Background: an optimization exercise with open tools, aiming at small area. Do not read the settings as production practice. RTL that was checked went through simulation tests only; none was proved equivalent to the original. No functional check of the RTL was part of run 3. Power and IR drop assume default switching activity.

### design/flow/design.v
module calculator(
	input newkey,
	input [4:0] keycode,
	input clk,
	input rst,
	output reg [19:0] x,
	output reg led							 
	);
	localparam PLUS = 1'd0;					 
	localparam TIMES = 1'd1;				 
	localparam CLEAR20 = 20'd0;				 
	localparam CLEAR2 = 2'd0;				 
	localparam CLEAR1 = 1'd0;				 
	reg [19:0] y;
	reg op;
	reg [19:0] nextX;
	reg [19:0] nextY;
	reg nextOp;
	reg nextLED;
	reg [2:0] select;
	wire [19:0] sum;
	wire [19:0] product;
	wire [19:0] result;
	wire [19:0] ovp;						 
	wire ovs;								 
	always @ (posedge clk)
		begin
			if (rst)
				begin
					x <= CLEAR20;
					y <= CLEAR20;
					op <= CLEAR1;
					led <= CLEAR1;
				end
			else
				begin
					x <= nextX;
					y <= nextY;
					op <= nextOp;
					led <= nextLED;
				end
		end
  always @ (select, x, y, op, led, result, ovp, ovs, keycode)
		case(select)
			3'd0:						 
				begin
              		nextX = x;
					nextY = y;
					nextOp = op;
					nextLED = led;
				end
			3'd1:						 
				begin
              		nextX = CLEAR20;
					nextY = x;
					nextOp = PLUS;
					nextLED = CLEAR1;
				end
			3'd2:						 
				begin
              		nextX = CLEAR20;
					nextY = x;
					nextOp = TIMES;
					nextLED = CLEAR1;
				end
			3'd3:						 
				begin
              		nextX = result;
					nextY = y;
					nextOp = op;
					nextLED = op ? (ovp != 0) : ovs;
				end	
			3'd4:						 
				begin
              		nextX = CLEAR20;
					nextY = CLEAR20;
					nextOp = CLEAR1;				 
					nextLED = CLEAR1;
				end
			3'd7:						 
				begin
              		nextX = {x[15:0],keycode[3:0]};	 
					nextY = y;
					nextOp = op;
					nextLED = CLEAR1;
				end
			default:					 
				begin
              		nextX = x;
					nextY = y;
					nextOp = op;
					nextLED = led;
				end
		endcase
	always @ (newkey, keycode)
		begin
			if(!newkey)	select <= 3'd0;				 
			else if(keycode[4]) select <= 3'd7;		 
			else select <= keycode[2:0];			 
		end
	assign result = op ? product : sum;				 
	assign {ovp, product} = x * y;					 
	assign {ovs, sum} = x + y;						 
endmodule	
### design/flow/config.mk
export PLATFORM = sky130hd
export DESIGN_NAME = calculator
export DESIGN_NICKNAME = calculator
export VERILOG_FILES = /design/flow/design.v
export SDC_FILE = /design/flow/constraint.sdc
export NUM_CORES = 4
export LEC_CHECK = 0
export CAP_MARGIN = 20
export CORE_MARGIN = 2
export CORE_UTILIZATION = 40
export SLEW_MARGIN = 20
### design/flow/constraint.sdc
create_clock -name core_clock -period 10.0 [get_ports {clk}]
set_input_delay 2.0000 -clock core_clock [delete_from_list [all_inputs] [get_ports {clk}]]
set_output_delay 2.0000 -clock core_clock [all_outputs]
set_load 0.01 [all_outputs]
### design/flow/run.sh
#!/bin/bash
# synth_recipe.tcl (not shown) runs the flow's synth.tcl, then flattens the netlist and writes it again
# the make line also repeats each setting of config.mk as NAME=value (left out here)
make -C /OpenROAD-flow-scripts/flow DESIGN_CONFIG=/design/flow/config.mk WORK_HOME=/design/flow/orfs CLKGATE_MAP_FILE= SYNTH_SCRIPT=/design/flow/synth_recipe.tcl finish
==> results.json, run 1 <==
{
  "status": "complete, no violations",
  "cts_tree": "built",
  "layout_common_cells": "326 x inv_1, 321 x fa_1, 224 x nand2_1",
  "period_share": 0.773,
  "final_common_cell": "inv_1",
  "p_per_area_nw_per_um2": 54.1,
  "clkTransAtPathRegs_ns": 0.07,
  "synth_edf_count": 0,
  "die_y_um": 206,
  "synthMuxAreaShare": 0.00628,
  "worstSetupStartpointType": "flop",
  "start_util": 0.403,
  "globalRouteTotalUtil": 0.245,
  "rsz0062_at_grt": "false",
  "layout.nets": 2326,
  "die_x_um": 206,
  "highest_layer": "met4",
  "fin_ws_ns": 2.27,
  "antenna_found_initial": 0,
  "finalWirelength_um": 49300,
  "ant_nets": 0,
  "wl_met3_um": 3330,
  "drive_gt1_frac": 0.0449,
  "fill_cells": 4102,
  "rows": 74,
  "yosysSeqAreaShare": 0.0514,
  "synthAdderAreaFrac": 0.523,
  "async_flop_share": 0,
  "dr.first_iter.drc_count": 946,
  "yosysTopAreaCell": "fa_1",
  "cp.arrival_ns": 7.92,
  "multi_input_area_um2": 13800,
  "syn_to_final_growth_pct": 5.63,
  "wl_met2_um": 23500,
  "drv_slew": 0,
  "synthXorXnorAreaFrac": 0.0209,
  "regArea_um2": 841,
  "synthSimpleGateAreaFrac": 0.181,
  "cts_made_buffers": 5,
  "synth_compound_area_frac": 0.115,
  "dp_slack_ns": 2.36,
  "cts_resized": 0,
  "core_area_um2": 40600,
  "grt_pass1_wl_um": 79700,
  "p_leak_nw": 7.80,
  "routedWlPerCell_um": 20.9,
  "worstMarginPinSlew_ns": 1.15,
  "slew_headroom": 0.235,
  "synth_top_cell_area_share": 0.393,
  "cp_data_required_time_ns": 10.19,
  "syn_area_um2": 16300,
  "netlist_instances": 1871,
  "grt_pass1_vias": 13940,
  "firstDrtPassIters": 6,
  "tns_ns": 0,
  "min_period_ns": 7.73,
  "finalWeightedCongestion": 0.914,
  "postCtsSetupRepairBufs": 0,
  "dieArea_um2": 42500,
  "ys_types": 81,
  "cts_sinks": 42,
  "finalClockSkew_ns": 0.00335,
  "vias": 13127,
  "critPathKind": "reg -> reg",
  "yosysWarningCount": 1,
  "io_pins": 29,
  "clockBufferDepth": 2,
  "end_kind": "flop",
  "holdBufCountCts": 0,
  "crit_fanout": 24,
  "htreeDepth": 2,
  "synth.area.top_cells": "fa_1 39%, ha_1 13%, and2_1 8.3%",
  "hold_viol": 0,
  "syn_nets": 2370,
  "ir_drop_uv": 62.6,
  "gr-total-overflow": 0,
  "viasPerCell": 5.56,
  "synth-main-ff-cell": "dfxtp_1",
  "synth_area_per_cell_um2": 8.74,
  "clkLatencyLatePin_ns": 0.30,
  "setup_viol": 0,
  "io_buffers": 28,
  "hp-class": "reg -> reg",
  "synth_top_family_by_area": "adder cells",
  "fmax_mhz": 129,
  "grt_max_degree": 34,
  "cts_root_buf": "clkbuf_16",
  "dp_hpwl_um": 39700,
  "drc": 0,
  "cap_violations": 0,
  "wl_met1_um": 20900,
  "antennaDiodeCount": 0,
  "ys_ff_latch": 42
}
-- worst paths after layout --
path | from | to | slack, ns | cells after the start
max | x[9] | led | 2.27 | 22
min | x[1] | y[1] | 0.53 | 1
min reg2reg | x[1] | y[1] | 0.53 | 1
max reg2reg | x[9] | led | 2.27 | 22
-- stage by stage --
stage,cell area (µm²),instances,utilization,hold WS [ns],power [W]
after floorplan,16300,1871,-,0.535,0.000542
after global placement,17100,2352,0.422,0.509,0.000724
after detailed placement,17100,2352,0.422,0.513,0.000728
after CTS,17300,2360,0.426,0.534,0.000929
after global routing,17300,2360,0.426,0.556,0.000993
final,17300,2360,0.426,0.532,0.000934
-- metal layers --
layer  vias to the layer above  track usage
li1                       5860            -
met1                      6676        0.328
met2                       500        0.411
met3                        91       0.0361
met4                         0       0.0689
met5                         -            0
-- report_power, final --
part / leakage (nW) / switching, W / total (W) / internal [W]
registers: 0.344 / 0.0000518 / 0.000230 / 0.000178
clock network: 0.0771 / 0.0000776 / 0.000196 / 0.000118
logic: 7.38 / 0.000315 / 0.000509 / 0.000193
-- cells in the mapped netlist (all sizes together) (16+ instances only) --
cell type  instances
inv              326
fa               321
nand2            224
and2             217
ha               170
clkbuf           109
a21oi             64
nor2              49
o21ai             47
dfxtp             42
nor3              25
xnor2             23
a21o              22
o221a             21
nand3             18
xor2              16
-- worst max-delay path, stage by stage, from the launching register on --
cell and delay (ns):
dfxtp_1 1.08, and2_1 0.27, fa_1 0.41, inv_1 0.09, fa_1 0.41, fa_1 0.50, fa_1 0.56, inv_1 0.07
fa_1 0.46, fa_1 0.52, inv_1 0.06, fa_1 0.48, inv_1 0.04, ha_1 0.42, nand3_1 0.13, or4b_1 0.54
and3b_1 0.19, a21oi_1 0.35, mux2i_1 0.23, a211oi_1 0.07, or4_4 0.42, nor4_2 0.21, a21oi_1 0.08
-- kinds of logic (layout without fill, tap and decap cells) --
family,count (synthesis),after routing
muxes,10,10
DFF,42,42
and+or+nand+nor,584,584
xor gates and xnor gates,39,39
adders and majority gates,491,491
buffers and inverters,438,395
AOI/OAI and AO/OA,267,267
-- area by class of cell --
class / instances / share of cell area
clock buffer: 6 / 0.00746
clock inverter: 2 / 0.00217
inverter: 326 / 0.0709
multi-input combinational: 1391 / 0.802
sequential: 42 / 0.0487
tap: 532 / 0.0386
timing repair buffer: 61 / 0.0306
-- state kept, by name, indices dropped and copies added (netlist names) --
register / cells
y: 20
op: 1
led: 1
x: 20
==> run 2: changes to the inputs <==
==> design/flow/design.v (replaced) <==
module calculator(
	input newkey,
	input [4:0] keycode,
	input clk,
	input rst,
	output reg [19:0] x,
	output reg led
	);
	reg [19:0] y;
	reg op;				 
	reg [4:0] cnt;		 
	wire kdig = keycode[4] | (keycode[2:0] == 3'd7);
	wire kop  = ~keycode[4] & ((keycode[2:0] == 3'd1) | (keycode[2:0] == 3'd2));
	wire keq  = ~keycode[4] & (keycode[2:0] == 3'd3);
	wire kca  = ~keycode[4] & (keycode[2:0] == 3'd4);
	wire busy   = ~(cnt[4] & cnt[2]);
	wire eqmode = ~cnt[4] | ~(cnt[3] | cnt[2]);
	wire mul    = eqmode & op;
	wire [19:0] t = {x[18:0], x[19]};
	wire xi = t[0];
	wire en = eqmode & (op ? xi : (cnt == 5'd19));
	wire [20:0] m;
	genvar g;
	generate for (g = 0; g < 20; g = g + 1) begin : gm
		assign m[g] = (cnt >= g);
	end endgenerate
	assign m[20] = 1'b0;
	wire [19:0] yen = y & {20{en}};
	wire [20:0] c;
	wire [19:0] s;
	wire a0 = t[0] & ~mul;
	assign s[0] = a0 ^ yen[0];
	assign c[1] = a0 & yen[0];
	assign c[0] = 1'b0;
	generate for (g = 1; g < 20; g = g + 1) begin : ga
		wire ya = yen[g] & m[g];
		wire ci = c[g] & m[g];
		assign s[g] = t[g] ^ ya ^ ci;
		assign c[g+1] = (t[g] & ya) | (t[g] & ci) | (ya & ci);
	end endgenerate
	wire [20:0] drop = {1'b0, yen} & ~m;
	wire ovf = |(({c[20:1], 1'b0} | drop) & ~m);
	always @(posedge clk) begin
		if (rst) begin
			x <= 20'd0;
			y <= 20'd0;
			op <= 1'b0;
			led <= 1'b0;
			cnt <= 5'd20;
		end else if (newkey) begin
			if (kdig) begin
				x[19:16] <= keycode[3:0];
				led <= 1'b0;
				cnt <= 5'd24;
			end else if (kop) begin
				y <= x;
				x <= 20'd0;
				op <= keycode[1];
				led <= 1'b0;
			end else if (keq) begin
				led <= 1'b0;
				cnt <= 5'd0;
			end else if (kca) begin
				x <= 20'd0;
				y <= 20'd0;
				op <= 1'b0;
				led <= 1'b0;
			end
		end else if (busy) begin
			x <= s;
			led <= led | ovf;
			cnt <= cnt + 5'd1;
		end
	end
endmodule
==> results.json, run 2 <==
{
  "status": "complete, but fails checks",
  "so.violations": "negative setup slack",
  "layout_common_cells": "70 x nor2_1, 60 x buf_4, 45 x dfxtp_1",
  "syn_nets": 428,
  "yosysMostFrequentCell": "nor2_1",
  "core_area_um2": 7770,
  "dp_hpwl_um": 6660,
  "antenna_found_initial": 0,
  "cts_sinks": 47,
  "dp_cells": 540,
  "detailed_place.area_um2": 3940,
  "synth_top_family_by_area": "compound AO/OA/AOI/OAI gates",
  "die_x_um": 93.6,
  "ys_ff_latch": 47,
  "holdBufCountCts": 0,
  "synth_area_per_cell_um2": 8.10,
  "synth.area.top_cells": "dfxtp_1 29%, fa_1 12%, nor2_1 8.5%",
  "min_period_ns": 11.28,
  "antennaDiodeCount": 0,
  "synth_edf_count": 0,
  "reg2reg_from": "cnt[1]",
  "fmax_mhz": 88.7,
  "synthAdderAreaFrac": 0.138,
  "viasPerCell": 5.59,
  "drv_slew": 0,
  "worstMarginPinSlew_ns": 1.03,
  "cts_root_buf": "clkbuf_8",
  "synthTopCellsByCount": "73 x nor2_1, 47 x dfxtp_1, 25 x inv_1",
  "netlist_instances": 396,
  "crit_top_cell": "fa_2",
  "synth_top_cell_area_share": 0.293,
  "io_pins": 29,
  "holdWs_ns": 0.520,
  "final_common_cell": "nor2_1",
  "routedWlPerCell_um": 16.6,
  "rows": 32,
  "slowest_stage": "fa_2",
  "dieArea_um2": 8760,
  "slew_headroom": 0.313,
  "setup_viol": 5,
  "cts_tree": "built",
  "end_kind": "flop",
  "grt_max_degree": 48,
  "finalWirelength_um": 9330,
  "p_leak_nw": 1.44,
  "cp_data_required_time_ns": 10.15,
  "synthXorXnorAreaFrac": 0.00819,
  "rsz0062_at_grt": "true",
  "io_buffers": 28,
  "max_stage_delay_ns": 0.55,
  "synth_compound_area_frac": 0.254,
  "clkTransAtPathRegs_ns": 0.08,
  "critPathKind": "reg -> reg",
  "gr-total-overflow": 0,
  "die_y_um": 93.6,
  "ys_types": 58,
  "dr.first_iter.drc_count": 182,
  "hold_viol": 0,
  "crit_fanout": 2,
  "htreeDepth": 2,
  "drive_gt1_frac": 0.280,
  "cp.arrival_ns": 11.43,
  "tns_ns": -4.40,
  "yosysTopAreaCell": "dfxtp_1",
  "drc": 0,
  "period_share": 1.13,
  "firstDrtPassIters": 5,
  "worstSetupStartpointType": "flop",
  "stdcell_count": 563,
  "finalClockSkew_ns": 0.00690,
  "cts_made_buffers": 5,
  "critPathLaunch": "cnt[1]",
  "top_regs": "x (20), y (20), cnt (5)",
  "vias": 3145,
  "synthMuxAreaShare": 0.00624,
  "grt_pass1_wl_um": 15300,
  "grt_pass1_vias": 3047,
  "layout.nets": 494,
  "syn_to_final_growth_pct": 29.8,
  "final_area_um2": 4170,
  "p_per_area_nw_per_um2": 89.1,
  "synth-main-ff-cell": "dfxtp_1",
  "async_flop_share": 0,
  "finalWeightedCongestion": 0.929,
  "ant_nets": 0,
  "cap_violations": 0,
  "holdCritStartpoint": "y[11]",
  "yosysWarningCount": 1,
  "ir_drop_uv": 50.4,
  "yosysSeqAreaShare": 0.293,
  "start_util": 0.413,
  "hp-class": "reg -> reg",
  "fin_ws_ns": -1.28,
  "r2r_slack_ns": -1.28,
  "clkLatencyLatePin_ns": 0.30,
  "globalRouteTotalUtil": 0.223,
  "clockBufferDepth": 2,
  "finalCoreUtilization": 0.536,
  "syn_area_um2": 3210,
  "synthSimpleGateAreaFrac": 0.219
}
[run 2: cell count changes in the layout (fill, tap and decap cells not counted), sizes merged, moves of 37 or more]
cell   change
and2     -215
inv      -300
ha       -165
a21oi     -39
nand2    -207
fa       -302
o21ai     -37
[run 2: power by group]
| part | leakage, nW | switching, W | internal, W | total (W) |
|---|---|---|---|---|
| clock network | 0.0371 | 0.0000632 | 0.0000468 | 0.000110 |
| logic | 1.02 | 0.0000428 | 0.0000246 | 0.0000675 |
| registers | 0.381 | 0.00000336 | 0.000190 | 0.000194 |
[run 2: path summary, 6_finish.rpt]
kind / to / depth (start not counted)
worst min-delay path: y[11] / 2
worst min register to register: y[11] / 2
worst max-delay path: x[19] / 46
worst max register to register: x[19] / 46
[run 2: layer usage]
layer / GRT usage / up-vias / wire length, µm
li1: - / 1523 / -
met2: 0.362 / 84 / 4300
met4: 0.0568 / 0 / 184
met1: 0.315 / 1521 / 4510
met5: 0 / - / 0
met3: 0.0266 / 17 / 322
[run 2: through the flow]
stage	setup slack, ns	power (W)
2_1_floorplan	-1.12	0.000241
3_3_place_gp	-1.18	0.000264
3_5_place_dp	-1.31	0.000264
4_1_cts	-1.28	0.000374
5_1_grt	-1.65	0.000388
6_report	-1.28	0.000371
[run 2: critical path: cells and delay by family, from the launching register on]
kind / cells / cell delay, ns
compound gates: 4 / 0.57
fa+ha+maj: 21 / 6.67
flops: 1 / 0.36
mux: 1 / 0.07
simple gates: 20 / 3.48
[run 2: final cells by class]
class                   count  area [µm²]
clock buffers               6        72.6
fillers                   775        3600
inverters                  26        97.6
multi-input cells         294        2200
flip-flops and latches     47         946
well taps                 102         128
repair buffers             88         726
[run 2: what timing repair did]
item                                    in CTS  in global routing
pin swaps                                    3                  6
setup buffers                                8                  9
endpoints found under the setup margin       5                  6
gates resized for setup                      3                  4
gates cloned                                 0                  0
[run 2: kinds of logic (layout without fill, tap and decap cells)]
logic type | count (synthesis) | in the layout
fa+ha+maj | 24 | 24
xor+xnor | 3 | 3
flops | 47 | 47
buf+inv | 55 | 120
compound gates | 114 | 114
mux | 2 | 2
simple gates | 151 | 151
==> run 3: changes to the inputs <==
--- a/design/flow/design.v
+++ b/design/flow/design.v
@@ -21,3 +21,3 @@
 	wire en = eqmode & (op ? xi : (cnt == 5'd19));
-	wire [20:0] m;
+	wire [19:0] m;
 	genvar g;
@@ -26,4 +26,4 @@
 	end endgenerate
-	assign m[20] = 1'b0;
-	wire [19:0] yen = y & {20{en}};
+	wire [19:0] ta = t & m;
+	wire [19:0] ya = y & m & {20{en}};
 	wire [20:0] c;
@@ -31,13 +31,10 @@
 	wire a0 = t[0] & ~mul;
-	assign s[0] = a0 ^ yen[0];
-	assign c[1] = a0 & yen[0];
+	assign s[0] = a0 ^ ya[0];
+	assign c[1] = a0 & ya[0];
 	assign c[0] = 1'b0;
 	generate for (g = 1; g < 20; g = g + 1) begin : ga
-		wire ya = yen[g] & m[g];
-		wire ci = c[g] & m[g];
-		assign s[g] = t[g] ^ ya ^ ci;
-		assign c[g+1] = (t[g] & ya) | (t[g] & ci) | (ya & ci);
+		assign {c[g+1], s[g]} = ta[g] + ya[g] + c[g];
 	end endgenerate
-	wire [20:0] drop = {1'b0, yen} & ~m;
-	wire ovf = |(({c[20:1], 1'b0} | drop) & ~m);
+	wire [19:0] nx = (s & m) | (t & ~m);
+	wire ovf = c[20] | |((c[19:1] | (y[19:1] & {19{en}})) & ~m[19:1]);
 	always @(posedge clk) begin
@@ -69,3 +66,3 @@
 		end else if (busy) begin
-			x <= s;
+			x <= nx;
 			led <= led | ovf;
==> results.json, run 3 <==
{
  "cp_data_required_time_ns": 10.16,
  "finalWeightedCongestion": 0.904,
  "antenna_found_initial": 0,
  "die_x_um": 96.2,
  "clkLatencyLatePin_ns": 0.31,
  "htreeDepth": 2,
  "crit_fanout": 4,
  "status": "complete, no violations",
  "ys_ff_latch": 47,
  "dp_cells": 530,
  "cts_root_buf": "clkbuf_8",
  "hp-class": "reg -> reg",
  "syn_to_final_growth_pct": 13.8,
  "crit_top_cell": "fa_1",
  "critPathKind": "reg -> reg",
  "finalClockSkew_ns": 0.00677,
  "power_w": 0.000414,
  "worstMarginPinSlew_ns": 0.981,
  "ir_drop_uv": 40.6,
  "regArea_um2": 942,
  "stdcell_count": 538,
  "layout_common_cells": "58 x nor2_1, 46 x dfxtp_1, 32 x a21oi_1",
  "layout.nets": 465,
  "synth_edf_count": 0,
  "drv_slew": 0,
  "intPower_w": 0.000280,
  "end_kind": "flop",
  "grt_pass1_vias": 3093,
  "share_clk_of_total_power": 0.294,
  "fmax_mhz": 104,
  "io_pins": 29,
  "pwr-share-seq": 0.478,
  "cts_tree": "built",
  "p_leak_nw": 1.51,
  "switching_share": 0.322,
  "clkTransAtPathRegs_ns": 0.09,
  "slowest_stage": "fa_1",
  "grt_pass1_wl_um": 16200,
  "final_common_cell": "nor2_1",
  "syn_area_um2": 3400,
  "dr.first_iter.drc_count": 156,
  "slew_headroom": 0.343,
  "dieArea_um2": 9250,
  "async_flop_share": 0,
  "synth-main-ff-cell": "dfxtp_1",
  "cts_made_buffers": 5,
  "ant_nets": 0,
  "synth_area_per_cell_um2": 8.27,
  "worstSetupStartpointType": "flop",
  "die_y_um": 96.2,
  "switching_power_w": 0.000133,
  "antennaDiodeCount": 0,
  "fill_cells": 820,
  "cts_sinks": 47,
  "finalWirelength_um": 9780,
  "cp.arrival_ns": 9.73,
  "synth.area.top_cells": "dfxtp_1 28%, fa_1 11%, nor2_1 6.4%",
  "routedWlPerCell_um": 18.2,
  "yosysTopAreaCell": "dfxtp_1",
  "rsz0062_at_grt": "false",
  "firstDrtPassIters": 5,
  "syn_nets": 443,
  "setup_viol": 0,
  "clockBufferDepth": 2,
  "yosysMostFrequentCell": "nor2_1",
  "max_stage_delay_ns": 0.48,
  "gr-total-overflow": 0,
  "hold_viol": 0,
  "netlist_instances": 411,
  "period_share": 0.957,
  "final_area_um2": 3870,
  "core_area_um2": 8220,
  "synth_top_cell_area_share": 0.277,
  "globalRouteTotalUtil": 0.228,
  "top_regs": "x (20), y (20), cnt (5)",
  "holdBufCountCts": 0,
  "cap_violations": 0,
  "detailed_place.area_um2": 3740,
  "drive_gt1_frac": 0.132,
  "multi_input_area_um2": 2200,
  "io_buffers": 28,
  "min_period_ns": 9.57,
  "start_util": 0.413,
  "dp_hpwl_um": 7080,
  "synthTopCellsByCount": "58 x nor2_1, 47 x dfxtp_1, 32 x a21oi_1",
  "vias": 3113,
  "pwr-share-comb": 0.228,
  "yosysWarningCount": 1,
  "yosysSeqAreaShare": 0.277,
  "rows": 33,
  "viasPerCell": 5.79,
  "ys_types": 66,
  "drc": 0,
  "grt_max_degree": 48,
  "p_per_area_nw_per_um2": 107
}
## run 3: cell count changes in the layout (fill, tap and decap cells not counted), sizes merged, moves of 4 or more
cell,before,now
nand2b,9,4
a31oi,21,4
a21oi,25,33
inv,26,22
nand2,17,28
buf,61,21
mux2i,2,14
nor2,73,59
and2,2,8
nand3,18,9
nor3,6,16
## run 3: worst max-delay path: cells and delay by family, from the launching register on
kind	cells	cell delay (ns)
compound gates	3	0.54
fa+ha+maj	21	7.09
buf+inv	9	0.78
flops	1	0.35
simple gates	5	0.65
## run 3: kinds of logic (layout without fill, tap and decap cells)
logic type	Yosys count	in the layout	share of synthesized area
AOI/OAI and AO/OA	114	114	0.233
muxes	14	14	0.0413
adders and majority gates	25	25	0.133
and+or+nand+nor	154	154	0.224
DFF	47	47	0.277
buffers and inverters	55	77	0.0847
xor gates and xnor gates	2	2	0.00737
## run 3: area by class of cell
class	count	area share
Clock inverter	1	0.00129
Clock buffer	6	0.0214
Sequential cell	47	0.244
Timing Repair Buffer	48	0.110
Multi-Input combinational cell	309	0.568
Inverter	22	0.0214
Tap cell	105	0.0340
## run 3: routing by layer
layer | vias up | wire length (µm) | track usage
li1 | 1485 | - | -
met5 | - | 0 | 0
met3 | 16 | 490 | 0.0290
met4 | 0 | 205 | 0.0726
met1 | 1522 | 4530 | 0.310
met2 | 90 | 4560 | 0.373
## run 3: final timing paths
check / from / to / slack [ns] / cells after the start
hold / removal: x[5] / x[5] / 0.52 / 2
setup reg to reg: cnt[1] / led / 0.43 / 38
hold reg to reg: x[5] / x[5] / 0.52 / 2
setup / recovery: cnt[1] / led / 0.43 / 38
## run 3: power by group through the flow
stage / registers, W / logic (W) / clock network, W
5_1_grt: 0.000199 / 0.000103 / 0.000133
3_3_place_gp: 0.000202 / 0.0000931 / 0
2_1_floorplan: 0.000201 / 0.0000693 / 0
4_1_cts: 0.000198 / 0.0000940 / 0.000126
3_5_place_dp: 0.000202 / 0.0000936 / 0
6_report: 0.000198 / 0.0000944 / 0.000122
## run 3: stage by stage
step,utilization,setup slack [ns],hold slack (ns),TNS [ns]
global placement,0.455,0.135,0.490,0
floorplan,-,0.210,0.457,0
global route,0.471,0.00368,0.551,0
CTS,0.467,0.0384,0.516,0
finish,0.471,0.425,0.515,0
detailed placement,0.455,-0.0383,0.500,-0.0383
## run 3: what timing repair did
| action | in CTS | in global routing |
|---|---|---|
| buffers inserted | 0 | 1 |
| endpoints found under the setup margin | 2 | 2 |
| resized for setup | 4 | 8 |
| pin swaps | 0 | 0 |
==> run 4: changes to the inputs <==
--- a/design/flow/design.v
+++ b/design/flow/design.v
@@ -26,4 +26,3 @@
 	end endgenerate
-	wire [19:0] ta = t & m;
-	wire [19:0] ya = y & m & {20{en}};
+	wire [19:0] ya = y & {20{en}};
 	wire [20:0] c;
@@ -35,6 +34,6 @@
 	generate for (g = 1; g < 20; g = g + 1) begin : ga
-		assign {c[g+1], s[g]} = ta[g] + ya[g] + c[g];
+		assign {c[g+1], s[g]} = t[g] + ya[g] + c[g];
 	end endgenerate
 	wire [19:0] nx = (s & m) | (t & ~m);
-	wire ovf = c[20] | |((c[19:1] | (y[19:1] & {19{en}})) & ~m[19:1]);
+	wire ovf = c[20] | |((c[19:1] | ya[19:1]) & ~m[19:1]);
 	always @(posedge clk) begin
==> results.json, run 4 <==
{
  "drc": 0,
  "routedWlPerCell_um": 17.4,
  "layout.nets": 447,
  "finalWeightedCongestion": 0.948,
  "slowest_stage": "fa_1",
  "grt_pass1_vias": 2972,
  "clockBufferDepth": 2,
  "cp_data_required_time_ns": 10.21,
  "dp_slack_ns": 0.130,
  "firstDrtPassIters": 5,
  "syn_nets": 430,
  "synth_top_cell_area_share": 0.295,
  "cap_violations": 0,
  "setup_viol": 0,
  "switching_share": 0.315,
  "start_util": 0.413,
  "ys_types": 54,
  "yosysTopAreaCell": "dfxtp_1",
  "antennaDiodeCount": 0,
  "p_leak_nw": 1.24,
  "share_clk_of_total_power": 0.288,
  "min_period_ns": 9.45,
  "worstMarginPinSlew_ns": 0.995,
  "ant_nets": 0,
  "die_y_um": 93.3,
  "cts_sinks": 47,
  "synth_edf_count": 0,
  "top_regs": "x (20), y (20), cnt (5)",
  "die_x_um": 93.3,
  "finalWirelength_um": 9010,
  "slew_headroom": 0.337,
  "rsz0062_at_grt": "false",
  "final_common_cell": "nor2_1",
  "drive_gt1_frac": 0.0962,
  "dr.first_iter.drc_count": 207,
  "core_area_um2": 7730,
  "synth-main-ff-cell": "dfxtp_1",
  "io_pins": 29,
  "power_w": 0.000393,
  "syn_to_final_growth_pct": 13.8,
  "async_flop_share": 0,
  "cts_root_buf": "clkbuf_8",
  "final_area_um2": 3630,
  "synthTopCellsByCount": "52 x nor2_1, 47 x dfxtp_1, 47 x nand2_1",
  "dp_cells": 510,
  "yosysWarningCount": 1,
  "yosysMostFrequentCell": "nor2_1",
  "globalRouteTotalUtil": 0.221,
  "finalClockSkew_ns": 0.0144,
  "yosysSeqAreaShare": 0.295,
  "worstSetupStartpointType": "flop",
  "ys_ff_latch": 47,
  "htreeDepth": 2,
  "stdcell_count": 518,
  "detailed_place.area_um2": 3530,
  "io_buffers": 28,
  "layout_common_cells": "52 x nor2_1, 47 x nand2_1, 46 x dfxtp_1",
  "fin_ws_ns": 0.549,
  "p_per_area_nw_per_um2": 108,
  "cp.arrival_ns": 9.66,
  "hold_viol": 0,
  "switching_power_w": 0.000124,
  "critPathKind": "reg -> reg",
  "synth_area_per_cell_um2": 8.02,
  "ir_drop_uv": 70.0,
  "r2r_slack_ns": 0.55,
  "synth.area.top_cells": "dfxtp_1 29%, fa_1 12%, a22oi_1 8.0%",
  "crit_top_cell": "fa_1",
  "fill_cells": 750,
  "hp-class": "reg -> reg",
  "antenna_found_initial": 0,
  "intPower_w": 0.000269,
  "clkTransAtPathRegs_ns": 0.09,
  "vias": 2972,
  "postCtsSetupRepairBufs": 0,
  "max_stage_delay_ns": 0.46,
  "end_kind": "flop",
  "cts_tree": "built",
  "status": "complete, no violations",
  "netlist_instances": 398,
  "pwr-share-seq": 0.500,
  "grt_pass1_wl_um": 15300,
  "tns_ns": 0,
  "cts_made_buffers": 5,
  "viasPerCell": 5.74,
  "clkLatencyLatePin_ns": 0.30,
  "dp_hpwl_um": 6390,
  "grt_max_degree": 48,
  "crit_fanout": 3,
  "dieArea_um2": 8710,
  "pwr-share-comb": 0.212,
  "drv_slew": 0,
  "syn_area_um2": 3190,
  "fmax_mhz": 106,
  "rows": 32,
  "gr-total-overflow": 0,
  "period_share": 0.945
}
## run 4: cell count changes after synthesis, sizes merged, moves of 5 or more
| cell | before | now |
|---|---|---|
| nor2 | 59 | 52 |
| mux2i | 14 | 7 |
| nor3 | 16 | 10 |
| a21oi | 33 | 26 |
| a22oi | 24 | 34 |
| o21ai | 9 | 25 |
| inv | 22 | 28 |
| clkbuf | 20 | 15 |
| and3 | 9 | 2 |
| nand2 | 28 | 47 |
| nand3 | 9 | 2 |
## run 4: critical path, delay by kind of cell (launching register included)
family                   cells  cell delay [ns]
AO/OA/AOI/OAI                6             0.86
adder cells (fa/ha/maj)     21             7.31
buffers and inverters        5             0.39
flip-flops                   1             0.34
AND/OR/NAND/NOR              3             0.44
## run 4: stage by stage
stage               hold WS [ns]   util
floorplan                  0.457      -
global placement           0.485  0.456
detailed placement         0.495  0.456
CTS                        0.512  0.467
global route               0.566  0.470
finish                     0.509  0.470
## run 4: layout make-up
class                      count  area (µm²)  share of cell area
multi-input combinational    295        2020               0.558
sequential                    47         942               0.259
timing repair buffer          38         350              0.0965
tap                          102         128              0.0351
inverter                      28         105              0.0289
clock buffer                   7        76.3              0.0210
clock inverter                 1        5.00             0.00138
## run 4: per-layer routing
layer	wire [µm]	track usage	up-vias	part of all wire
met4	133	0.0551	0	0.015
met2	4160	0.357	102	0.46
met5	0	0	-	0
met3	433	0.0363	17	0.048
met1	4280	0.309	1435	0.48
li1	-	-	1418	-
## run 4: timing repair
action	4_1_cts	5_1_grt
resized for setup	0	11
endpoints found under the setup margin	0	2
hold buffers	0	0
hold endpoints to repair	0	0
## run 4: path summary, 6_finish.rpt
check,from,end,cells past startpoint
max,cnt[0],led,35
min reg2reg,x[6],x[6],2
max reg2reg,cnt[0],led,35
min,x[6],x[6],2
## run 4: power groups by stage
stage	sequential, W	combinational (W)	clock (W)
global placement	0.000201	0.0000828	0
finish	0.000197	0.0000834	0.000113
global route	0.000197	0.0000918	0.000124
detailed placement	0.000201	0.0000819	0
CTS	0.000197	0.0000824	0.000115
floorplan	0.000201	0.0000567	0
## run 4: logic make-up (layout without fill, tap and decap cells)
kind of cell | count (synthesis) | count (layout) | synth area share
AO/OA/AOI/OAI | 123 | 123 | 0.263
XOR/XNOR | 2 | 2 | 0.00549
adder cells (fa/ha/maj) | 24 | 24 | 0.139
buffers and inverters | 56 | 74 | 0.0776
flip-flops | 47 | 47 | 0.295
multiplexers | 9 | 9 | 0.0290
AND/OR/NAND/NOR | 137 | 137 | 0.191
==> run 5: changes to the inputs <==
==> design/flow/flow/run.sh (new file) <==
#!/bin/bash
# Own flow: the standard synthesis, then the combinational logic between the
# registers is re-mapped for area (ABC deepsyn + area-oriented mapping); the
# registers stay exactly as the standard synthesis made them. The rest of the
# layout is the standard flow. Each tool's output goes to a log here.
set -euo pipefail
W=$PWD
F=$W/flow
R=$W/orfs/results/$FLOW_PLATFORM/calculator/base
LIB=$FLOW_HOME/platforms/sky130hd/lib/sky130_fd_sc_hd__tt_025C_1v80.lib
YOSYS=${YOSYS_EXE:-$(command -v yosys || echo $FLOW_HOME/../tools/install/yosys/bin/yosys)}

bash standard.sh synth > $W/log_1_standard_synth.log 2>&1

cp $R/1_2_yosys.v $W/std_1_2_yosys.v
python3 $F/genmodels.py $LIB $W/cellmodels.v > $W/log_2_models.log 2>&1
printf 'set_driving_cell sky130_fd_sc_hd__buf_1\nset_load 5\n' > $W/abc.constr
DU=$(sed 's/^/-dont_use /' $F/dont_use.txt | tr '\n' ' ')
cat > $W/remap.ys <<EOS
read_liberty -lib $LIB
read_verilog $W/std_1_2_yosys.v
hierarchy -top $FLOW_TOP
techmap -map $W/cellmodels.v
simplemap
opt -purge
abc -liberty $LIB $DU -script $F/area.abc -constr $W/abc.constr
opt_clean -purge
hilomap -singleton -hicell sky130_fd_sc_hd__conb_1 HI -locell sky130_fd_sc_hd__conb_1 LO
splitnets
opt_clean -purge
write_verilog -noattr -noexpr -nohex -nodec $W/remap_1_2_yosys.v
tee -o $W/remap_stat.txt stat -liberty $LIB
EOS
if $YOSYS -s $W/remap.ys > $W/log_3_remap.log 2>&1 \
   && python3 $F/samereg.py $W/std_1_2_yosys.v $W/remap_1_2_yosys.v > $W/log_4_samereg.log 2>&1; then
  cp $W/remap_1_2_yosys.v $R/1_2_yosys.v
  rm -f $R/1_synth.odb $R/1_synth.sdc
  echo "using the re-mapped netlist" > $W/log_5_choice.log
else
  echo "re-map failed; keeping the standard netlist" > $W/log_5_choice.log
fi

bash standard.sh finish > $W/log_6_standard_finish.log 2>&1
==> design/flow/flow/area.abc (new file) <==
strash; &get -n; &deepsyn -T 60 -S 1; &put; dch -f; &get -n; &nf -a; &put; topo; stime -c
==> design/flow/flow/dont_use.txt (new file) <==
sky130_fd_sc_hd__probe_p_8
sky130_fd_sc_hd__probec_p_8
sky130_fd_sc_hd__lpflow_bleeder_1
sky130_fd_sc_hd__lpflow_clkbufkapwr_1
sky130_fd_sc_hd__lpflow_clkbufkapwr_16
sky130_fd_sc_hd__lpflow_clkbufkapwr_2
sky130_fd_sc_hd__lpflow_clkbufkapwr_4
sky130_fd_sc_hd__lpflow_clkbufkapwr_8
sky130_fd_sc_hd__lpflow_clkinvkapwr_1
sky130_fd_sc_hd__lpflow_clkinvkapwr_16
sky130_fd_sc_hd__lpflow_clkinvkapwr_2
sky130_fd_sc_hd__lpflow_clkinvkapwr_4
sky130_fd_sc_hd__lpflow_clkinvkapwr_8
sky130_fd_sc_hd__lpflow_decapkapwr_12
sky130_fd_sc_hd__lpflow_decapkapwr_3
sky130_fd_sc_hd__lpflow_decapkapwr_4
sky130_fd_sc_hd__lpflow_decapkapwr_6
sky130_fd_sc_hd__lpflow_decapkapwr_8
sky130_fd_sc_hd__lpflow_inputiso0n_1
sky130_fd_sc_hd__lpflow_inputiso0p_1
sky130_fd_sc_hd__lpflow_inputiso1n_1
sky130_fd_sc_hd__lpflow_inputiso1p_1
sky130_fd_sc_hd__lpflow_inputisolatch_1
sky130_fd_sc_hd__lpflow_isobufsrc_1
sky130_fd_sc_hd__lpflow_isobufsrc_16
sky130_fd_sc_hd__lpflow_isobufsrc_2
sky130_fd_sc_hd__lpflow_isobufsrc_4
sky130_fd_sc_hd__lpflow_isobufsrc_8
sky130_fd_sc_hd__lpflow_isobufsrckapwr_16
sky130_fd_sc_hd__lpflow_lsbuf_lh_hl_isowell_tap_1
sky130_fd_sc_hd__lpflow_lsbuf_lh_hl_isowell_tap_2
sky130_fd_sc_hd__lpflow_lsbuf_lh_hl_isowell_tap_4
sky130_fd_sc_hd__lpflow_lsbuf_lh_isowell_4
sky130_fd_sc_hd__lpflow_lsbuf_lh_isowell_tap_1
sky130_fd_sc_hd__lpflow_lsbuf_lh_isowell_tap_2
sky130_fd_sc_hd__lpflow_lsbuf_lh_isowell_tap_4
==> design/flow/flow/genmodels.py (new file) <==
# Writes a Verilog model (assign statements) for every combinational cell of a liberty file.
# usage: genmodels.py LIB OUT.v
import re,sys
t=open(sys.argv[1]).read()
cells=re.split(r'\n\s*cell\s*\(',t)[1:]
out=[]
for c in cells:
    name=re.match(r'\s*"?(\w+)"?',c).group(1)
    if re.search(r'\b(ff|latch|statetable)\s*\(',c): continue
    pins=re.findall(r'\n\s*pin\s*\(\s*"?(\w+)"?\s*\)\s*\{(.*?)\n\s{8}\}',c,re.S)
    if not pins: continue
    ins=[];outs=[]
    for p,body in pins:
        d=re.search(r'direction\s*:\s*"?(\w+)',body)
        if not d: continue
        if d.group(1)=='input': ins.append(p)
        elif d.group(1)=='output':
            f=re.search(r'function\s*:\s*"([^"]*)"',body)
            if not f: break
            outs.append((p,f.group(1)))
    else:
        if not outs: continue
        if 'lpflow' in name or 'probe' in name: continue
        expr=lambda f: f.replace('!','~').replace('+','|').replace('*','&')
        ports=ins+[o for o,_ in outs]
        s=f"module {name}({', '.join(ports)});\n"
        for i in ins: s+=f"  input {i};\n"
        for o,f in outs: s+=f"  output {o};\n  assign {o} = {expr(f)};\n"
        s+="endmodule\n"
        out.append(s)
open(sys.argv[2],'w').write('\n'.join(out))
print(len(out), 'cell models')
==> design/flow/flow/samereg.py (new file) <==
# Checks that two netlists have the same sequential cells: same instance names,
# same cell types, same clock. usage: samereg.py std.v new.v
import re, sys
def regs(path):
    t = open(path).read()
    out = {}
    for m in re.finditer(r'(sky130_fd_sc_hd__(?:df|ed|sdf|dl)\w*)\s+(\S+)\s*\((.*?)\);', t, re.S):
        conns = dict(re.findall(r'\.(\w+)\(([^()]*)\)', m.group(3)))
        out[m.group(2)] = (m.group(1), conns.get('CLK','').strip())
    return out
a, b = regs(sys.argv[1]), regs(sys.argv[2])
print(len(a), 'registers in the standard netlist,', len(b), 'in the re-mapped one')
bad = [k for k in set(a) | set(b) if a.get(k) != b.get(k)]
for k in bad[:20]:
    print('differs:', k, a.get(k), b.get(k))
sys.exit(1 if bad or not a else 0)
==> design/flow/standard.sh (new file) <==
#!/bin/bash
# synth_recipe.tcl (not shown) runs the flow's synth.tcl, then flattens the netlist and writes it again
# the make line also repeats each setting of config.mk as NAME=value (left out here)
make -C /OpenROAD-flow-scripts/flow DESIGN_CONFIG=/design/flow/config.mk WORK_HOME=/design/flow/orfs CLKGATE_MAP_FILE= SYNTH_SCRIPT=/design/flow/synth_recipe.tcl "${@:-finish}"
removed: design/flow/run.sh
==> results.json, run 5 <==
{
  "status": "complete, no violations",
  "htreeDepth": 2,
  "dp_hpwl_um": 4760,
  "hp-class": "reg -> reg",
  "drv_slew": 0,
  "hold_viol": 0,
  "grt_max_degree": 23,
  "pwr-share-comb": 0.079,
  "layout_common_cells": "47 x dfxtp_1, 36 x a21oi_1, 30 x o21ai_0",
  "switching_power_w": 0.0000870,
  "top_regs": "x (20), y (20), cnt (5)",
  "slew_headroom": 0.401,
  "worstSetupStartpointType": "flop",
  "cts_resized": 0,
  "die_y_um": 83.5,
  "cts_sinks": 47,
  "vias": 2467,
  "ir_drop_uv": 79.1,
  "end_kind": "flop",
  "fmax_mhz": 113,
  "cap_violations": 0,
  "clockBufferDepth": 2,
  "min_period_ns": 8.83,
  "firstDrtPassIters": 4,
  "share_clk_of_total_power": 0.363,
  "cts_made_buffers": 5,
  "period_share": 0.883,
  "intPower_w": 0.000264,
  "power_w": 0.000351,
  "switching_share": 0.248,
  "pwr-share-seq": 0.558,
  "setup_viol": 0,
  "finalWeightedCongestion": 0.838,
  "finalWirelength_um": 6810,
  "syn_area_um2": 2530,
  "finalClockSkew_ns": 0.0114,
  "layout.nets": 348,
  "io_buffers": 28,
  "start_util": 0.420,
  "dieArea_um2": 6970,
  "cp_data_required_time_ns": 10.22,
  "antenna_found_initial": 0,
  "rows": 28,
  "holdBufCountCts": 0,
  "drive_gt1_frac": 0.0323,
  "yosysWarningCount": 1,
  "clkLatencyLatePin_ns": 0.30,
  "grt_pass1_vias": 2303,
  "dr.first_iter.drc_count": 170,
  "grt_pass1_wl_um": 11700,
  "gr-total-overflow": 0,
  "crit_top_cell": "maj3_1",
  "max_stage_delay_ns": 0.44,
  "io_pins": 29,
  "cts_tree": "built",
  "cts_root_buf": "clkbuf_8",
  "critPathKind": "reg -> reg",
  "core_area_um2": 6030,
  "viasPerCell": 5.93,
  "crit_fanout": 6,
  "netlist_instances": 303,
  "synth_area_per_cell_um2": 8.35,
  "syn_to_final_growth_pct": 19.6,
  "worstMarginPinSlew_ns": 0.898,
  "die_x_um": 83.5,
  "cp.arrival_ns": 9.05,
  "p_leak_nw": 1.12,
  "postCtsSetupRepairBufs": 0,
  "routedWlPerCell_um": 16.4,
  "globalRouteTotalUtil": 0.205,
  "drc": 0,
  "ant_nets": 0,
  "tns_ns": 0,
  "clkTransAtPathRegs_ns": 0.09,
  "antennaDiodeCount": 0,
  "syn_nets": 311,
  "p_per_area_nw_per_um2": 116,
  "slowest_stage": "maj3_1",
  "final_common_cell": "dfxtp_1",
  "rsz0062_at_grt": "false",
  "cp_cell_sequence": "and3b_1, maj3_1, maj3_1, maj3_1, maj3_1, maj3_1, maj3_1, maj3_1, maj3_1, maj3_1, maj3_1, maj3_1, maj3_1, maj3_1, maj3_1, maj3_1, maj3_1, maj3_1, maj3_1, or2_0, and4_1, o31ai_1"
}
[run 5: worst max-delay path, delay by kind of cell (launching register included)]
family          cells  cell delay, ns
flops               1            0.38
compound gates      1            0.23
fa+ha+maj          18            7.46
simple gates        3            0.66
[run 5: through the flow]
stage | hold WS, ns | setup slack, ns | utilization | instances | cell area [µm²]
floorplan | 0.488 | 1.60 | - | 303 | 2530
global placement | 0.496 | 1.40 | 0.485 | 408 | 2920
detailed placement | 0.493 | 1.21 | 0.485 | 408 | 2920
CTS | 0.504 | 1.17 | 0.502 | 416 | 3020
global route | 0.549 | 0.784 | 0.502 | 416 | 3030
finish | 0.503 | 1.17 | 0.502 | 416 | 3030
[run 5: cell type report]
| cell class | count | area (µm²) |
|---|---|---|
| Sequential cell | 47 | 941 |
| Multi-Input combinational cell | 251 | 1580 |
| Fill cell | 628 | 3000 |
| Inverter | 5 | 18.8 |
| Tap cell | 75 | 93.8 |
| Timing Repair Buffer | 30 | 295 |
| Clock buffer | 8 | 100 |
[run 5: path summary, 6_finish.rpt]
check	cells past startpoint	slack (ns)	from	end
max	22	1.17	x[19]	x[19]
min	2	0.50	x[12]	x[12]
max reg2reg	22	1.17	x[19]	x[19]
min reg2reg	2	0.50	x[12]	x[12]
[run 5: layer usage]
layer,track usage,vias to the layer above,part of all wire
li1,-,1248,-
met1,0.286,1152,0.50
met2,0.319,59,0.45
met3,0.0475,8,0.042
met4,0.0513,0,0.011
met5,0,-,0
[run 5: power groups by stage]
stage | sequential [W] | combinational (W) | clock (W)
floorplan | 0.000199 | 0.0000139 | 0
global placement | 0.000200 | 0.0000276 | 0
detailed placement | 0.000200 | 0.0000274 | 0
CTS | 0.000196 | 0.0000276 | 0.000130
global route | 0.000197 | 0.0000303 | 0.000139
finish | 0.000196 | 0.0000277 | 0.000127
==> run 6: changes to the inputs <==
--- a/design/flow/design.v
+++ b/design/flow/design.v
@@ -27,2 +27,3 @@
 	wire [19:0] ya = y & {20{en}};
+	wire [19:0] ta = t | ~m;
 	wire [20:0] c;
@@ -34,6 +35,6 @@
 	generate for (g = 1; g < 20; g = g + 1) begin : ga
-		assign {c[g+1], s[g]} = t[g] + ya[g] + c[g];
+		assign {c[g+1], s[g]} = ta[g] + ya[g] + c[g];
 	end endgenerate
 	wire [19:0] nx = (s & m) | (t & ~m);
-	wire ovf = c[20] | |((c[19:1] | ya[19:1]) & ~m[19:1]);
+	wire ovf = c[20];
 	always @(posedge clk) begin
--- a/design/flow/flow/run.sh
+++ b/design/flow/flow/run.sh
@@ -42,2 +42,6 @@
 
-bash standard.sh finish > $W/log_6_standard_finish.log 2>&1
+# Port buffers: the smallest buffer; clock tree: small clock buffers, no dummy loads.
+bash standard.sh \
+  "BUFFER_PORTS_ARGS=-buffer_cell sky130_fd_sc_hd__buf_1" \
+  "CTS_ARGS=-sink_clustering_enable -repair_clock_nets -dont_use_dummy_load -buf_list sky130_fd_sc_hd__clkbuf_8 -root_buf sky130_fd_sc_hd__clkbuf_8" \
+  finish > $W/log_6_standard_finish.log 2>&1
--- a/design/flow/config.mk
+++ b/design/flow/config.mk
@@ -10,2 +10,3 @@
 export CORE_UTILIZATION = 40
+export GPL_TIMING_DRIVEN = 0
 export SLEW_MARGIN = 20
==> results.json, run 6 <==
{
  "status": "complete, no violations",
  "die_x_um": 82.8,
  "worstSetupStartpointType": "flop",
  "crit_fanout": 28,
  "cts_made_buffers": 5,
  "gr-total-overflow": 0,
  "ant_nets": 0,
  "htreeDepth": 2,
  "rows": 28,
  "min_period_ns": 9.06,
  "dr.first_iter.drc_count": 140,
  "end_kind": "flop",
  "firstDrtPassIters": 4,
  "top_regs": "x (20), y (20), cnt (5)",
  "die_y_um": 82.8,
  "netlist_instances": 305,
  "p_leak_nw": 1.04,
  "dp_slack_ns": -0.320,
  "antenna_found_initial": 0,
  "cts_tree": "built",
  "vias": 2431,
  "grt_max_degree": 29,
  "cp.arrival_ns": 9.19,
  "syn_to_final_growth_pct": 14.4,
  "syn_area_um2": 2480,
  "critPathKind": "reg -> reg",
  "dieArea_um2": 6860,
  "grt_pass1_wl_um": 10300,
  "final_common_cell": "nand2_1",
  "cp_data_required_time_ns": 10.13,
  "finalWirelength_um": 6240,
  "routedWlPerCell_um": 14.9,
  "antennaDiodeCount": 0,
  "p_per_area_nw_per_um2": 117,
  "layout_common_cells": "50 x nand2_1, 44 x dfxtp_1, 28 x buf_1",
  "drv_slew": 0,
  "syn_nets": 313,
  "cts_root_buf": "clkbuf_8",
  "detailed_place.area_um2": 2730,
  "ir_drop_uv": 59.5,
  "finalClockSkew_ns": 0.0246,
  "slowest_stage": "dfxtp_2",
  "viasPerCell": 5.82,
  "globalRouteTotalUtil": 0.195,
  "cap_violations": 0,
  "max_stage_delay_ns": 0.49,
  "start_util": 0.417,
  "io_pins": 29,
  "core_area_um2": 5960,
  "fin_ws_ns": 0.943,
  "setup_viol": 0,
  "drc": 0,
  "holdBufCountCts": 0,
  "synth_area_per_cell_um2": 8.14,
  "dp_hpwl_um": 4380,
  "layout.nets": 353,
  "clockBufferDepth": 2,
  "finalWeightedCongestion": 0.853,
  "worstMarginPinSlew_ns": 0.721,
  "yosysWarningCount": 1,
  "clkTransAtPathRegs_ns": 0.09,
  "fmax_mhz": 110,
  "final_area_um2": 2840,
  "hp-class": "reg -> reg",
  "r2r_slack_ns": 0.94,
  "hold_viol": 0,
  "cts_sinks": 47,
  "clkLatencyLatePin_ns": 0.30,
  "period_share": 0.906,
  "drive_gt1_frac": 0.0525,
  "rsz0062_at_grt": "false",
  "slew_headroom": 0.519,
  "io_buffers": 28,
  "grt_pass1_vias": 2160
}
==> run 6: layout make-up <==
| cell class | count | area (µm²) |
|---|---|---|
| Clock buffer | 5 | 68.8 |
| Fill cell | 605 | 3120 |
| Inverter | 10 | 37.5 |
| Multi-Input combinational cell | 248 | 1550 |
| Sequential cell | 47 | 945 |
| Tap cell | 75 | 93.8 |
| Timing Repair Buffer | 33 | 143 |
==> run 6: worst max-delay path, delay by kind of cell (launching register included) <==
family | cells | cell delay (ns)
AO/OA/AOI/OAI | 22 | 6.20
AND/OR/NAND/NOR | 10 | 1.88
flip-flops | 1 | 0.49
XOR/XNOR | 1 | 0.16
buffers and inverters | 1 | 0.12
==> run 6: worst paths after layout <==
check             startpoint    end  cells after the start
hold / removal         y[19]  y[19]                      1
setup reg to reg      cnt[4]  x[19]                     34
hold reg to reg        y[19]  y[19]                      1
setup / recovery      cnt[4]  x[19]                     34
==> run 6: timing repair <==
action,CTS,global route
setup buffers,0,0
hold endpoints to repair,0,0
gates resized for setup,2,9
setup endpoints to repair,3,3
==> run 6: stage by stage <==
stage / instances / setup TNS [ns] / util / hold WS (ns) / power [W]
after CTS: 418 / 0 / 0.471 / 0.487 / 0.000338
final: 418 / 0 / 0.477 / 0.485 / 0.000334
after detailed placement: 413 / -0.478 / 0.459 / 0.464 / 0.000233
after global routing: 418 / 0 / 0.477 / 0.500 / 0.000350
after global placement: 408 / 0 / 0.450 / 0.464 / 0.000230
after floorplan: 305 / 0 / - / 0.449 / 0.000218
==> run 6: per-layer routing <==
metal,up-vias,wire [µm],GRT usage
li1,1229,-,-
met1,1153,3060,0.261
met2,44,2910,0.329
met3,5,231,0.0325
met4,0,33,0.0459
met5,-,0,0
==> run 6: where the power goes <==
part / internal (W) / switching, W
Sequential: 0.000190 / 0.00000604
Combinational: 0.0000108 / 0.0000225
Clock: 0.0000452 / 0.0000589
Total: 0.000246 / 0.0000874
==> run 7: changes to the inputs <==
--- a/design/flow/config.mk
+++ b/design/flow/config.mk
@@ -10,3 +10,2 @@
 export CORE_UTILIZATION = 40
-export GPL_TIMING_DRIVEN = 0
 export SLEW_MARGIN = 20
==> results.json, run 7 <==
{
  "wl_met2_um": 2730,
  "finalWirelength_um": 6100,
  "drive_gt1_frac": 0.0436,
  "wl_met3_um": 225,
  "cap_violations": 0,
  "antennaDiodeCount": 0,
  "grt_pass1_vias": 2129,
  "viasPerCell": 5.68,
  "grt_pass1_wl_um": 10200,
  "clockBufferDepth": 2,
  "finalClockSkew_ns": 0.0203,
  "min_period_ns": 8.97,
  "max_stage_delay_ns": 0.57,
  "drv_slew": 0,
  "holdWs_ns": 0.504,
  "crit_fanout": 12,
  "globalRouteTotalUtil": 0.191,
  "start_util": 0.417,
  "worstMarginPinSlew_ns": 0.676,
  "clkLatencyLatePin_ns": 0.30,
  "ir_drop_uv": 74.5,
  "wl_met1_um": 3090,
  "synth_area_per_cell_um2": 8.14,
  "syn_area_um2": 2480,
  "dp_hpwl_um": 4170,
  "cts_sinks": 47,
  "netlist_instances": 305,
  "cts_made_buffers": 5,
  "die_x_um": 82.8,
  "slowest_stage": "dfxtp_1",
  "syn_nets": 313,
  "p_leak_nw": 1.05,
  "layout.nets": 354,
  "fmax_mhz": 111,
  "period_share": 0.897,
  "r2r_slack_ns": 1.03,
  "layout_common_cells": "50 x nand2_1, 46 x dfxtp_1, 28 x buf_1",
  "critPathKind": "reg -> reg",
  "status": "complete, no violations",
  "drc": 0,
  "dieArea_um2": 6860,
  "dr.first_iter.drc_count": 100,
  "ant_nets": 0,
  "setup_viol": 0,
  "clkTransAtPathRegs_ns": 0.07,
  "cp.arrival_ns": 9.12,
  "cts_root_buf": "clkbuf_8",
  "die_y_um": 82.8,
  "power_w": 0.000332,
  "top_regs": "x (20), y (20), cnt (5)",
  "tns_ns": 0,
  "firstDrtPassIters": 5,
  "htreeDepth": 2,
  "gr-total-overflow": 0,
  "final_common_cell": "nand2_1",
  "rows": 28,
  "antenna_found_initial": 0,
  "highest_layer": "met4",
  "yosysWarningCount": 1,
  "routedWlPerCell_um": 14.5,
  "vias": 2381,
  "io_buffers": 28,
  "hp-class": "reg -> reg",
  "core_area_um2": 5960,
  "syn_to_final_growth_pct": 13.2,
  "hold_viol": 0,
  "slew_headroom": 0.548,
  "cts_tree": "built",
  "end_kind": "flop",
  "grt_max_degree": 23,
  "finalCoreUtilization": 0.472,
  "cp_data_required_time_ns": 10.15,
  "finalWeightedCongestion": 0.841,
  "io_pins": 29,
  "worstSetupStartpointType": "flop",
  "p_per_area_nw_per_um2": 118
}
run 7: timing repair:
| item | in CTS | in global routing |
|---|---|---|
| setup endpoints to repair | 0 | 3 |
| hold buffers | 0 | 0 |
| resized for setup | 0 | 3 |
| setup buffers | 0 | 2 |
| endpoints found under the hold margin | 0 | 0 |
run 7: worst paths after layout:
kind                            startpoint    end  depth (start not counted)
worst max-delay path                cnt[2]  x[19]                         35
worst min-delay path                  y[1]   y[1]                          1
worst max register to register      cnt[2]  x[19]                         35
worst min register to register        y[1]   y[1]                          1
run 7: stage by stage:
stage | setup slack (ns) | instance area [µm²] | instances
detailed placement | 0.593 | 2720 | 412
global route | -0.0535 | 2810 | 419
floorplan | 1.39 | 2480 | 305
global placement | 0.747 | 2720 | 412
finish | 1.03 | 2810 | 419
CTS | 0.493 | 2790 | 417
run 7: where the power goes:
group	switching [W]	internal, W	leakage [nW]	total (W)
Sequential	0.00000598	0.000190	0.379	0.000196
Clock	0.0000594	0.0000452	0.0359	0.000105
Combinational	0.0000213	0.00000994	0.635	0.0000313
run 7: cell type report:
type | count | area [µm²]
fill | 597 | 3140
tap | 75 | 93.8
multi-input combinational | 248 | 1520
timing repair buffer | 34 | 150
inverter | 10 | 37.5
clock buffer | 5 | 68.8
sequential | 47 | 942
run 7: critical path, delay by kind of cell (launching register included):
family | cells | cell delay [ns]
AO/OA/AOI/OAI | 23 | 6.13
AND/OR/NAND/NOR | 9 | 1.69
flip-flops | 1 | 0.57
buffers and inverters | 2 | 0.33
XOR/XNOR | 1 | 0.14
run 7: metal layers:
metal  GRT usage  vias up
li1            -     1239
met4      0.0525        0
met2       0.296       38
met3      0.0357        4
met1       0.270     1100
met5           0        -
==> run 8: changes to the inputs <==
--- a/design/flow/flow/run.sh
+++ b/design/flow/flow/run.sh
@@ -45,3 +45,3 @@
   "BUFFER_PORTS_ARGS=-buffer_cell sky130_fd_sc_hd__buf_1" \
-  "CTS_ARGS=-sink_clustering_enable -repair_clock_nets -dont_use_dummy_load -buf_list sky130_fd_sc_hd__clkbuf_8 -root_buf sky130_fd_sc_hd__clkbuf_8" \
+  "CTS_ARGS=-sink_clustering_enable -repair_clock_nets -dont_use_dummy_load -buf_list sky130_fd_sc_hd__clkbuf_16 -root_buf sky130_fd_sc_hd__clkbuf_16" \
   finish > $W/log_6_standard_finish.log 2>&1
==> results.json, run 8 <==
{
  "status": "complete, no violations",
  "worstSetupStartpointType": "flop",
  "worstMarginPinSlew_ns": 0.670,
  "rows": 28,
  "routedWlPerCell_um": 14.5,
  "max_stage_delay_ns": 0.56,
  "clockBufferDepth": 2,
  "reg2reg_from": "cnt[2]",
  "clkLatencyLatePin_ns": 0.28,
  "crit_fanout": 12,
  "clkTransAtPathRegs_ns": 0.07,
  "core_area_um2": 5960,
  "drv_slew": 0,
  "cp.arrival_ns": 9.05,
  "firstDrtPassIters": 4,
  "cts_sinks": 47,
  "end_kind": "flop",
  "synth_area_per_cell_um2": 8.14,
  "setup_viol": 0,
  "vias": 2386,
  "fill_cells": 593,
  "finalWirelength_um": 6080,
  "cap_violations": 0,
  "hp-class": "reg -> reg",
  "viasPerCell": 5.69,
  "netlist_instances": 305,
  "dr.first_iter.drc_count": 91,
  "holdCritStartpoint": "x[12]",
  "p_per_area_nw_per_um2": 132,
  "min_period_ns": 8.91,
  "critPathLaunch": "cnt[2]",
  "finalWeightedCongestion": 0.841,
  "die_x_um": 82.8,
  "p_leak_nw": 1.08,
  "cp_data_required_time_ns": 10.13,
  "top_regs": "x (20), y (20), cnt (5)",
  "dieArea_um2": 6860,
  "finalCoreUtilization": 0.482,
  "dp_hpwl_um": 4170,
  "final_common_cell": "nand2_1",
  "io_pins": 29,
  "cts_root_buf": "clkbuf_16",
  "syn_to_final_growth_pct": 15.5,
  "grt_pass1_wl_um": 10200,
  "critPathKind": "reg -> reg",
  "drc": 0,
  "antennaDiodeCount": 0,
  "finalClockSkew_ns": 0.0144,
  "io_buffers": 28,
  "slew_headroom": 0.553,
  "layout_common_cells": "50 x nand2_1, 46 x dfxtp_1, 28 x buf_1",
  "period_share": 0.891,
  "fmax_mhz": 112,
  "crit_top_cell": "o21ai_0",
  "syn_nets": 313,
  "holdBufCountCts": 0,
  "tns_ns": 0,
  "grt_pass1_vias": 2138,
  "die_y_um": 82.8,
  "holdWs_ns": 0.498,
  "antenna_found_initial": 0,
  "grt_max_degree": 23,
  "gr-total-overflow": 0,
  "ir_drop_uv": 80.5,
  "stdcell_count": 419,
  "globalRouteTotalUtil": 0.190,
  "syn_area_um2": 2480,
  "hold_viol": 0,
  "slowest_stage": "dfxtp_1",
  "layout.nets": 354,
  "htreeDepth": 2,
  "cts_tree": "built",
  "drive_gt1_frac": 0.0436,
  "ant_nets": 0,
  "cts_made_buffers": 5,
  "rsz0062_at_grt": "false",
  "dp_cells": 412,
  "yosysWarningCount": 1,
  "start_util": 0.417
}
-- run 8: critical path: cells and delay by family (launching register included) --
family	cells	cell delay, ns
AO/OA/AOI/OAI	22	6.15
AND/OR/NAND/NOR	10	1.81
flip-flops	1	0.56
XOR/XNOR	1	0.15
buffers and inverters	1	0.11
-- run 8: cell type report --
class / count / area [µm²] / share of cell area
clock buffers: 5 / 125 / 0.0436
multi-input cells: 248 / 1520 / 0.530
flip-flops and latches: 47 / 942 / 0.329
well taps: 75 / 93.8 / 0.0327
inverters: 10 / 37.5 / 0.0131
repair buffers: 34 / 150 / 0.0524
-- run 8: path summary, 6_finish.rpt --
path	to	slack, ns	cells after the start
hold / removal	x[12]	0.50	2
setup / recovery	x[19]	1.09	34
setup reg to reg	x[19]	1.09	34
hold reg to reg	x[12]	0.50	2
-- run 8: per-stage QoR --
| step | setup slack, ns | total power, W | area, µm² |
|---|---|---|---|
| 2_1_floorplan | 1.39 | 0.000218 | 2480 |
| 3_3_place_gp | 0.747 | 0.000231 | 2720 |
| 3_5_place_dp | 0.593 | 0.000231 | 2720 |
| 4_1_cts | 0.495 | 0.000384 | 2850 |
| 5_1_grt | 0.131 | 0.000395 | 2870 |
| 6_report | 1.09 | 0.000379 | 2870 |
-- run 8: what timing repair did --
action,in CTS,in global routing
gates resized for setup,0,3
buffers inserted,0,2
endpoints found under the setup margin,0,3
-- run 8: where the power goes --
part,internal [W],switching [W]
clock,0.0000884,0.0000634
sequential,0.000190,0.00000601
combinational,0.00000994,0.0000213
total,0.000289,0.0000906
-- run 8: per-layer routing --
metal  part of all wire  up-vias  track usage
met5                  0        -            0
met4             0.0031        0       0.0377
met3              0.040        2       0.0325
met2               0.45       37        0.302
met1               0.50     1110        0.272
li1                   -     1237            -

-- port drivers added, routing unchanged --
How much do the figures lean on ideal ports? The routed layouts below were timed once more, with nothing changed but the port constraints.
Step 1 (the two cells are an assumption about what drives the block):
set clk [get_ports {clk}]
set_driving_cell -lib_cell sky130_fd_sc_hd__clkbuf_16 $clk
set_driving_cell -lib_cell sky130_fd_sc_hd__buf_2 [delete_from_list [all_inputs] $clk]
Step 2, shift: input delay + t, output delay - t, t = (earliest + latest rising clock arrival at the registers) / 2. This alone moves slack from input paths to output paths.
Three values: ideal ports, drivers, drivers and shift; two values: the first two.
run	shift t [ns]	slack for setup (ns)	latest minus earliest clock arrival (ns)	slew at the worst register clock pin (ns)
run 1	0.334	2.269 / 2.269 / 2.269	0.003 / 0.004	0.07 / 0.07
run 2	0.333	-1.277 / -1.277 / -1.277	0.007 / 0.007	0.09 / 0.09
run 3	0.340	0.425 / 0.425 / 0.425	0.007 / 0.007	0.09 / 0.09
run 4	0.327	0.549 / 0.549 / 0.549	0.015 / 0.015	0.09 / 0.09
run 5	0.325	1.165 / 1.165 / 1.165	0.012 / 0.011	0.09 / 0.09
run 6	0.315	0.943 / 0.943 / 0.943	0.024 / 0.025	0.09 / 0.09
run 7	0.322	1.029 / 1.029 / 1.029	0.020 / 0.020	0.09 / 0.09
run 8	0.306	1.089 / 1.089 / 1.089	0.014 / 0.014	0.07 / 0.07
